Background: an optimization exercise with open tools, aiming at small area, a short achievable clock period and few clock cycles per item. Do not read the settings as production practice. In this exercise RTL edits were held to simulation tests only and were not proved equivalent to the original.

the reference run:
## CPU
module CPU(
				clk,
			  rst_n,
		   IO_stall,
         awid_m_inf,
       awaddr_m_inf,
       awsize_m_inf,
      awburst_m_inf,
        awlen_m_inf,
      awvalid_m_inf,
      awready_m_inf,
        wdata_m_inf,
        wlast_m_inf,
       wvalid_m_inf,
       wready_m_inf,
          bid_m_inf,
        bresp_m_inf,
       bvalid_m_inf,
       bready_m_inf,
         arid_m_inf,
       araddr_m_inf,
        arlen_m_inf,
       arsize_m_inf,
      arburst_m_inf,
      arvalid_m_inf,
      arready_m_inf, 
          rid_m_inf,
        rdata_m_inf,
        rresp_m_inf,
        rlast_m_inf,
       rvalid_m_inf,
       rready_m_inf 
);
input  wire clk, rst_n;
output reg  IO_stall;
parameter ID_WIDTH = 4, ADDR_WIDTH = 32, DATA_WIDTH = 16, DRAM_NUMBER = 2, WRIT_NUMBER = 1;
output wire [WRIT_NUMBER * ID_WIDTH-1:0]      awid_m_inf;
output wire [WRIT_NUMBER * ADDR_WIDTH-1:0]  awaddr_m_inf;
output wire [WRIT_NUMBER * 3 -1:0]          awsize_m_inf;
output wire [WRIT_NUMBER * 2 -1:0]         awburst_m_inf;
output wire [WRIT_NUMBER * 7 -1:0]           awlen_m_inf;
output wire [WRIT_NUMBER-1:0]              awvalid_m_inf;
input  wire [WRIT_NUMBER-1:0]              awready_m_inf;
output wire [WRIT_NUMBER * DATA_WIDTH-1:0]   wdata_m_inf;
output wire [WRIT_NUMBER-1:0]                wlast_m_inf;
output wire [WRIT_NUMBER-1:0]               wvalid_m_inf;
  ...
export LEC_CHECK = 0
export CAP_MARGIN = 20
export CORE_MARGIN = 2
export CORE_UTILIZATION = 55.0
export CTS_CLUSTER_DIAMETER = 120
export CTS_CLUSTER_SIZE = 24
export PLACE_DENSITY = 0.7
export SETUP_SLACK_MARGIN = 5
export SLEW_MARGIN = 20
create_clock -name core_clock -period 10.0 [get_ports {clk}]
standard.sh (not shown) runs the stock make flow with config.mk's settings and CLKGATE_MAP_FILE= SYNTH_SCRIPT=/design/flow/synth_recipe.tcl, a recipe that flattens the netlist after the stock synthesis.
==> flow/flow/run.sh <==
#!/bin/bash
# Standard layout, with timing repair aiming for a larger setup margin.
set -euo pipefail
bash standard.sh SETUP_SLACK_MARGIN=6 finish > standard_flow.log 2>&1
Testbench counts of the reference run, summed over its fixed seeds: cycles 38,604, instructions 12,000.
[inputs] the trial run vs the reference run
Settings: a deleted PLACE_DENSITY that had been 0.7; a deleted CTS_CLUSTER_SIZE that had been 24; a deleted CTS_CLUSTER_DIAMETER that had been 120.
==> comparison <==
The trial run gives more combined global-route utilization of all metal layers than the reference run did.
Taking the reference run as the reference, in the trial run count of fill cells added during filler insertion dropped about 1.7%; DRC marker count from the first detailed-route iteration went down by 66; placer's final routability congestion estimate dropped 0.028; design area went up.
Against the reference run as the reference, the trial run delivers a higher relative max-transition margin.
Looking at cell at the slowest stage of the critical path, the edfxtp_1 result is from the trial run; the or4_4 one comes from the reference run.


CPU again, from the RTL that the note above started with.
Settings: LEC_CHECK=0, CAP_MARGIN=20, CORE_MARGIN=2, CORE_UTILIZATION=55.0, PLACE_DENSITY=0.8, SETUP_SLACK_MARGIN=5, SLEW_MARGIN=20; clock period 10.0 ns.
Scripts as last shown in full above: flow/flow/run.sh
The starting point went through all stages and came out clean.
Testbench counts at the start, summed over its fixed seeds: cycles 38,604, instructions 12,000.
Next try:
- PLACE_DENSITY: 0.8 -> unset
- TNS_END_PERCENT: unset -> 10
Effect: The new run went through all stages and came out clean. Worst hold slack gets better by 58 ps. Critical path depth climbs by 1. Maximum frequency came out higher by 2.9%. Routed wire length is lower by 1.7%. Sequential share of layout area increases by 0.64 points. Die area does not change. Area after synthesis is unchanged. Final area went down by 1.8%.
Next try:
- CORE_UTILIZATION: 55.0 -> 66.0
- CTS_CLUSTER_DIAMETER: unset -> 120
- CTS_CLUSTER_SIZE: unset -> 24
- PLACE_DENSITY: unset -> 0.78
- TNS_END_PERCENT: 10 -> unset
- worst setup slack gains 230 ps
- synthesized cell count is unchanged
- clock skew goes up by 14 ps
- synthesized area stays the same
- die area went down by about 16%
- final cell count falls by 4.2%
Next try:
- CORE_UTILIZATION: 66.0 -> 55.0
- CTS_CLUSTER_DIAMETER: 120 -> unset
- CTS_CLUSTER_SIZE: 24 -> unset
- PLACE_DENSITY: 0.78 -> 0.75
Hold slack got worse by 28 ps.
Routed wire length is higher by 2.6%.
Final area went up by 4.4%.
Global-route usage falls by 5.9 points.
Count of clock-buffer cells in the layout grows by 55.
Critical path depth rises by 8.
Non-clock buffer count rose by 20.


## xenon
CPU again, from the RTL that the note above started with.
==> flow/config.mk <==
export PLATFORM = sky130hd
export DESIGN_NAME = CPU
export DESIGN_NICKNAME = CPU
export VERILOG_FILES = /design/flow/design.v
export SDC_FILE = /design/flow/constraint.sdc
export NUM_CORES = 8
export LEC_CHECK = 0
export CAP_MARGIN = 20
export CORE_MARGIN = 2
export CORE_UTILIZATION = 55.0
export SETUP_SLACK_MARGIN = 5
export SLEW_MARGIN = 20
==> flow/constraint.sdc <==
create_clock -name core_clock -period 10.0 [get_ports {clk}]
set_input_delay 2.0000 -clock core_clock [delete_from_list [all_inputs] [get_ports {clk}]]
set_output_delay 2.0000 -clock core_clock [all_outputs]
set_load 0.01 [all_outputs]
==> flow/flow/run.sh <==
#!/bin/bash
# Standard layout, with timing repair aiming for a larger setup margin.
set -euo pipefail
bash standard.sh SETUP_SLACK_MARGIN=5.75 finish > standard_flow.log 2>&1
xenon: done, clean on timing, DRC and antenna
Testbench counts of xenon, summed over its fixed seeds: cycles 38,604, instructions 12,000.
Input-level comparison between nickel and xenon:
- an added CTS_CLUSTER_SIZE of 20
- an added PLACE_DENSITY of 0.7
- an added CTS_CLUSTER_DIAMETER of 120
==> flow/flow/run.sh <==
#!/bin/bash
# Standard layout, with timing repair aiming for a larger setup margin.
set -euo pipefail
bash standard.sh SETUP_SLACK_MARGIN=6 finish > standard_flow.log 2>&1
Findings:
- Comparing xenon with nickel, the insertion delay to the later sink of the worst-skew pair came out essentially unchanged.
- Per the comparison of nickel with xenon, final cell count fell by 0.66%, first-iteration DRC count has increased, setup slack went up by 150 ps, area taken by multi-input logic gates now larger.
- Comparing nickel and xenon, the lower maximum frequency is on xenon.
- nickel vs xenon — overall via count from detail_route climbed slightly
- Compared with xenon, nickel ends up with a smaller final cell area.
- The core of nickel is less densely filled than that of xenon.
> inputs changed (nickel -> juniper)
- a change of CTS_CLUSTER_SIZE from 20 to 30
Notes after the runs:
juniper: flow completed, timing, DRC and antenna clean. Between nickel and juniper, the difference in synthesis-to-layout area growth is negligible. Wire length of the first global-routing pass across nickel and juniper: no real change. Fraction of final layout cells sized beyond drive strength 1, nickel and juniper: lower on nickel. Delta (juniper minus nickel): upper clock frequency limit comparable; endpoint required time on the critical path now larger; number of non-clock buffers in the layout now larger.
The inputs of yarrow differ from those of juniper as listed below.
- CTS_CLUSTER_SIZE no longer set, was 30
- CTS_CLUSTER_DIAMETER no longer set, was 120
- PLACE_DENSITY now 0.5, was 0.7
## What came out
Compared with juniper, yarrow shows a lower fill cell instance count of the final layout. Diff juniper -> yarrow: global-route usage rose 1.4 points, detailed route wirelength on metal3 fell 1600 um, global-route wire length before repair rose 10,000 um, number of violations reported at the end of detailed-routing iteration 0 fell about 0.6%. juniper leaves less setup margin than yarrow. Looking at number of global-route vias before repair, yarrow sits 449 above juniper. Diff yarrow and juniper: arrival time at the worst endpoint higher in juniper. All of yarrow and juniper finish clean. juniper → yarrow: post-CTS clock slew at the launch and capture registers of the worst setup and hold paths shows a reduction of 60 ps, part of the cycle the worst path needs shows a reduction of 0.40 points.


Starting RTL as in the previous note.
clock: 10.0 ns
lec_check: 0
cap_margin: 20
core_margin: 2
core_utilization: 62.0
cts_cluster_diameter: 120
cts_cluster_size: 24
place_density: 0.75
setup_slack_margin: 5
slew_margin: 20
==> flow/flow/run.sh <==
#!/bin/bash
# Standard layout, with timing repair aiming for a larger setup margin.
set -euo pipefail
bash standard.sh SETUP_SLACK_MARGIN=6.2 finish > standard_flow.log 2>&1
The starting point finished clean.
Testbench counts at the start, summed over its fixed seeds: cycles 38,604, instructions 12,000.
Edit:
==> flow/flow/run.sh (replaced) <==
#!/bin/bash
# Standard layout, with timing repair aiming for a larger setup margin.
set -euo pipefail
bash standard.sh SETUP_SLACK_MARGIN=6 finish > standard_flow.log 2>&1
The changed run completed with no timing, DRC or antenna violations.
Worst hold slack stays flat.
Via count fell by about 2%.
Final area fell by 3.2%.
First-iteration DRC count fell by about 5%.
Sequential share of layout area rose by 1.3 points.
Wire length fell by 3.5%.
Synthesized cell count is unchanged.
Core utilization fell by 2.3 points.
Register-to-register slack improved by 0.06 ns.

## separate check: timing with driven ports
In the flow no input, the clock included, has a driving cell. The finished layouts below were timed again as built, in two steps. Step 1 sets driving cells, clkbuf_16 on the clock port and buf_2 on the other inputs (assumed; they add their load-dependent delay and slew). Step 2, shift: input delay + t, output delay - t, t = (earliest + latest rising clock arrival at the registers) / 2. This alone moves slack from input paths to output paths. Three values: ideal, step 1, step 2; two values: the first two.
| run | t, ns | setup WS [ns] | hold WS [ns] | worst setup path after step 2 |
|---|---|---|---|---|
| the reference run | 0.791 | 5.947 / 5.947 / 5.378 | 0.335 / 0.335 / 0.335 | input to register |
| the trial run | 0.786 | 5.984 / 5.984 / 5.303 | 0.324 / 0.324 / 0.324 | input to register |
| the first run of note 2 | 0.794 | 5.624 / 5.624 / 5.238 | 0.270 / 0.270 / 0.270 | input to register |
| the second run of note 2 | 0.800 | 5.749 / 5.749 / 5.332 | 0.328 / 0.328 / 0.328 | input to register |
| the third run of note 2 | 0.736 | 5.977 / 5.984 / 5.288 | 0.330 / 0.330 / 0.330 | input to register |
| the fourth run of note 2 | 0.791 | 5.958 / 5.958 / 5.371 | 0.302 / 0.302 / 0.302 | input to register |
| xenon | 0.786 | 5.798 / 5.826 / 5.057 | 0.326 / 0.326 / 0.326 | input to register |
| nickel | 0.780 | 5.946 / 5.946 / 5.347 | 0.327 / 0.327 / 0.327 | input to register |
| juniper | 0.756 | 5.944 / 5.944 / 5.376 | 0.339 / 0.339 / 0.339 | input to register |
| yarrow | 0.786 | 5.984 / 5.984 / 5.303 | 0.324 / 0.324 / 0.324 | input to register |
| the first run of note 4 | 0.788 | 5.955 / 5.955 / 5.483 | 0.336 / 0.336 / 0.336 | input to register |
| the second run of note 4 | 0.753 | 6.020 / 6.020 / 5.414 | 0.336 / 0.336 / 0.336 | input to register |
After both steps every run listed still meets setup and hold. For xenon, which loses most, drivers alone change the setup slack by +0.028 ns; drivers and shift together by -0.741 ns.
